From an optimization exercise on the open Yosys and OpenROAD flow, aimed at a short achievable clock period and few clock cycles; shortcuts taken in it are not production practice. In this exercise RTL edits were held to simulation tests only and were not proved equivalent to the original. Power figures rest on the tool's default switching activity, not on a simulated workload.

==> flow/design.v (excerpt) <==
module rv_core (
    input  logic        clk,
    input  logic        rst,
    output logic [31:0] imem_addr,
    input  logic [31:0] imem_rdata,
    input  logic        imem_resp,
    output logic [31:0] dmem_addr,
    output logic        dmem_read,
    output logic        dmem_write,
    output logic [3:0]  dmem_wmask,
    output logic [31:0] dmem_wdata,
    input  logic [31:0] dmem_rdata,
    input  logic        dmem_resp
);
logic [31:0] fa;               
logic        pv;               
logic [31:0] ppc;              
logic        pp_hit, pp_tk;    
logic [18:0] pp13p, pp13m;     
logic [31:0] q_ins [0:3];
logic [31:0] q_pc  [0:3];
logic [3:0]  q_hit, q_tk;
logic [1:0]  q_head, q_tail;
logic [2:0]  q_cnt;
logic        d_redone;         
logic        btb_v   [0:15];
logic [25:0] btb_tag [0:15];
logic [31:0] btb_tgt [0:15];
logic [1:0]  btb_ctr [0:15];
logic        bu_v, bu_tk, bu_jal;
logic [31:0] bu_pc, bu_tgt;
logic        e_v;
logic [31:0] e_pc, e_pc4, e_a, e_b, e_c;
logic [4:0]  e_rd;
logic        e_wen, e_load, e_store, e_br, e_jal, e_jalr, e_md, e_pred;
logic [2:0]  e_f3;
logic        e_fam, e_fbm, e_fcm;
logic        e_fac, e_fbc;     
logic [31:0] e_ma, e_mb;       
logic        e_fma, e_fmb;
logic [31:0] e_imm;
logic        e_sub, e_sra;
logic [9:0]  e_rsel;           
logic        m_v, m_wen, m_load, m_store;
  ...
==> flow/config.mk <==
export PLATFORM = sky130hd
export DESIGN_NAME = rv_core
export DESIGN_NICKNAME = rv_core
export VERILOG_FILES = /design/flow/design.v
export SDC_FILE = /design/flow/constraint.sdc
export NUM_CORES = 4
export LEC_CHECK = 0
export ABC_CLOCK_PERIOD_IN_PS = 4500
export CAP_MARGIN = 30
export CORE_MARGIN = 2
export CORE_UTILIZATION = 40
export SLEW_MARGIN = 30
==> flow/constraint.sdc <==
create_clock -name core_clock -period 14.5 [get_ports {clk}]
set_input_delay 2.9000 -clock core_clock [delete_from_list [all_inputs] [get_ports {clk}]]
set_output_delay 2.9000 -clock core_clock [all_outputs]
set_load 0.01 [all_outputs]
standard.sh (not shown) runs the stock make flow with config.mk's settings and CLKGATE_MAP_FILE= SYNTH_SCRIPT=/design/flow/synth_recipe.tcl, a recipe that flattens the netlist after the stock synthesis.
==> flow/flow/run.sh <==
#!/bin/bash
# Standard ORFS layout (the standard.sh, unchanged synthesis), with the
# timing repair steps asked to leave 10 ns of setup slack at the design's
# 14.5 ns clock, so that the layout is optimised for speed, and free to
# resize cells across footprints.
set -uo pipefail
bash standard.sh SETUP_SLACK_MARGIN=10 MATCH_CELL_FOOTPRINT=0 finish > make_finish.log 2>&1
status=$?
tail -5 make_finish.log
exit $status
Testbench counts at the start, summed over its fixed seeds: cycles 8,551.
==> next run, changes <==
--- a/flow/design.v
+++ b/flow/design.v
@@ -324,19 +324,19 @@
 logic [31:0] xa_m, xb_m;
 assign xa_m = e_fma ? m_res : e_ma;
 assign xb_m = e_fmb ? m_res : e_mb;
 logic [31:0] sum, sll_r, sr_r;
 logic        eq, lt, ltu;
 assign sum   = xa + (xb ^ {32{e_sub}}) + {31'd0, e_sub};
 assign ltu   = (xa < xb);
 assign lt    = (xa[31] ^ xb[31]) ? xa[31] : ltu;
 logic [31:0] xa_c, xb_c;
-logic        lt_c, ltu_c;
+logic        eq_c, lt_c, ltu_c;
 assign xa_c  = e_fac ? m_res : e_a;
 assign xb_c  = e_fbc ? m_res : e_b;
 assign eq    = (xa_c == xb_c);
 assign ltu_c = (xa_c < xb_c);
 assign lt_c  = (xa_c[31] ^ xb_c[31]) ? xa_c[31] : ltu_c;
 assign sll_r = xa << xb[4:0];
 logic [32:0] sr_tmp;
 assign sr_tmp = $signed({e_sra & xa[31], xa}) >>> xb[4:0];
 assign sr_r  = sr_tmp[31:0];
@@ -442,38 +442,34 @@
 assign rf1_a  = (rs1_a == 5'd0) ? 32'd0 : rf[rs1_a];
 assign rf2_a  = (rs2_a == 5'd0) ? 32'd0 : rf[rs2_a];
 assign rf1_q  = (rs1_q == 5'd0) ? 32'd0 : rf[rs1_q];
 assign rf2_q  = (rs2_q == 5'd0) ? 32'd0 : rf[rs2_q];
 assign rv1 = h1m ? m_fin : (qe ? rf1_a : rf1_q);
 assign rv2 = h2m ? m_fin : (qe ? rf2_a : rf2_q);
 logic luse;
 assign luse = e_v & e_load & e_wen & ((use1 & (e_rd == rs1)) | (use2 & (e_rd == rs2)));
 logic        st_tk, fin_pred, d_need, d_red, d_go;
-logic [31:0] d_pc4;
+logic [31:0] d_tgt, d_pc4;
 assign st_tk    = ins[31] | (f3 == 3'b001);
 assign fin_pred = is_jal ? dtk : (is_br & (dhit ? dtk : st_tk));
 assign d_need   = (is_br & ~dhit & st_tk) | (~is_jal & ~is_br & dtk);
+logic [18:0] dh13p, dh13m, qh13p, qh13m;
 logic [31:0] qhpc;
 assign qhpc  = q_pc[q_head];
-logic [12:0] ib_a, ib_q;
-assign ib_a = {imem_rdata[31], imem_rdata[7], imem_rdata[30:25], imem_rdata[11:8], 1'b0};
-assign ib_q = {qh_ins[31], qh_ins[7], qh_ins[30:25], qh_ins[11:8], 1'b0};
-logic [13:0] lo_a, lo_q;
-logic [18:0] hi_a, hi_q, qh13p, qh13m;
 assign qh13p = qhpc[31:13] + 19'd1;
 assign qh13m = qhpc[31:13] - 19'd1;
-assign lo_a = {1'b0, ppc[12:0]}  + {1'b0, ib_a};
-assign lo_q = {1'b0, qhpc[12:0]} + {1'b0, ib_q};
-assign hi_a = (lo_a[13] & ~imem_rdata[31]) ? pp13p : (~lo_a[13] & imem_rdata[31]) ? pp13m : ppc[31:13];
-assign hi_q = (lo_q[13] & ~qh_ins[31])     ? qh13p : (~lo_q[13] & qh_ins[31])     ? qh13m : qhpc[31:13];
-logic [31:0] tgt_a, tgt_q;
-assign tgt_a = {hi_a, lo_a[12:0]};
-assign tgt_q = {hi_q, lo_q[12:0]};
+assign dh13p = qe ? pp13p : qh13p;
+assign dh13m = qe ? pp13m : qh13m;
+logic [13:0] lo_b;
+logic [18:0] hi_b;
+assign lo_b = {1'b0, dpc[12:0]} + {1'b0, imm_b[12:0]};
+assign hi_b = (lo_b[13] & ~ins[31]) ? dh13p : (~lo_b[13] & ins[31]) ? dh13m : dpc[31:13];
+assign d_tgt    = {hi_b, lo_b[12:0]};
 assign d_pc4    = dpc + 32'd4;
 assign d_red    = dv & d_need & ~d_redone & ~e_red;
 assign d_go     = dv & ~stall & ~luse & ~e_red;
 logic [9:0] d_rsel;
 always_comb begin
     d_rsel = 10'd0;
     if (is_md)                 d_rsel[9] = 1'b1;
     else if (is_jal | is_jalr) d_rsel[8] = 1'b1;
     else if (is_alu) begin
@@ -495,35 +491,32 @@
 assign f_idx  = fa[5:2];
 assign f_hit  = btb_v[f_idx] & (btb_tag[f_idx] == fa[31:6]);
 assign f_tk   = f_hit & btb_ctr[f_idx][1];
 assign f_pred = f_tk ? btb_tgt[f_idx] : fa + 32'd4;
 logic enq, refetch, issue;
 assign enq     = arr & ~e_red & ~d_red;
 assign refetch = pv & ~imem_resp & ~e_red & ~d_red;
 assign issue   = ({1'b0, q_cnt} + {3'd0, pv}) <= 4'd2;
 assign imem_addr = fa;
-logic s_ej, s_et, s_ep, s_db, s_dba, s_dbq, s_dp, s_rf, s_is, s_hd;
+logic s_ej, s_et, s_ep, s_db, s_dp, s_rf, s_is, s_hd;
 assign s_ej = e_red & e_jalr;
 assign s_et = e_red & ~e_jalr & tk;
 assign s_ep = e_red & ~e_jalr & ~tk;
 assign s_db = ~e_red & d_red & is_br;
 assign s_dp = ~e_red & d_red & ~is_br;
-assign s_dba = s_db & qe;
-assign s_dbq = s_db & ~qe;
 assign s_rf = refetch;
 assign s_is = ~e_red & ~d_red & ~refetch & issue;
 assign s_hd = ~e_red & ~d_red & ~refetch & ~issue;
 logic [31:0] fa_n;
 assign fa_n = ({32{s_ej}} & {sum[31:1], 1'b0})
             | ({32{s_et}} & e_tgt)
             | ({32{s_ep}} & e_pc4)
-            | ({32{s_dba}} & tgt_a)
-            | ({32{s_dbq}} & tgt_q)
+            | ({32{s_db}} & d_tgt)
             | ({32{s_dp}} & d_pc4)
             | ({32{s_rf}} & ppc)
             | ({32{s_is}} & f_pred)
             | ({32{s_hd}} & fa);
 always_ff @(posedge clk) begin
     if (rst) begin
         fa <= 32'h40000000;
         pv <= 1'b0;
     end else begin
=> The new run ran to the end with no violations; routed wire length drops by 1.6%; clock power hardly moves; power climbs by 1.3%; worst setup slack is better by 0.073 ns; cell count climbs by 0.55%; via count drops by 0.35%; utilization climbs by 0.10 points; design area hardly moves; flip-flop and latch count is unchanged; maximum frequency climbs by 1.4%; synthesized cell count climbs by 1.2%; critical path depth climbs by 2; register-to-register slack is better by 0.05 ns; die area barely changes.
Testbench counts after the change, summed over its fixed seeds: cycles 8,551.

separate check: timing with driven ports:
The flow's constraints put no driver on any port. The routed layouts listed below were extracted and timed again, unchanged, in two steps. Step 1, drivers: a clkbuf_16 drives clk and a buf_2 each remaining input, both assumed. Step 2 moves the port delays by t, midway between the first and last clock arrival at a register: inputs arrive t later, outputs are due t later. That takes back most of the time a late clock gives input paths. Three values: ideal, step 1, step 2; two values: the first two.
| run | shift t [ns] | setup WS [ns] | worst data-port slew with drivers (ns) |
|---|---|---|---|
| the first run | 1.192 | 9.338 / 9.278 / 8.085 | 0.66 |
| the second run | 1.169 | 9.411 / 9.389 / 8.220 | 0.57 |
After both steps setup and hold are still met in every run listed. The setup slack of the first run, which loses most, moves by -0.060 ns with the drivers and by -1.253 ns with both steps.
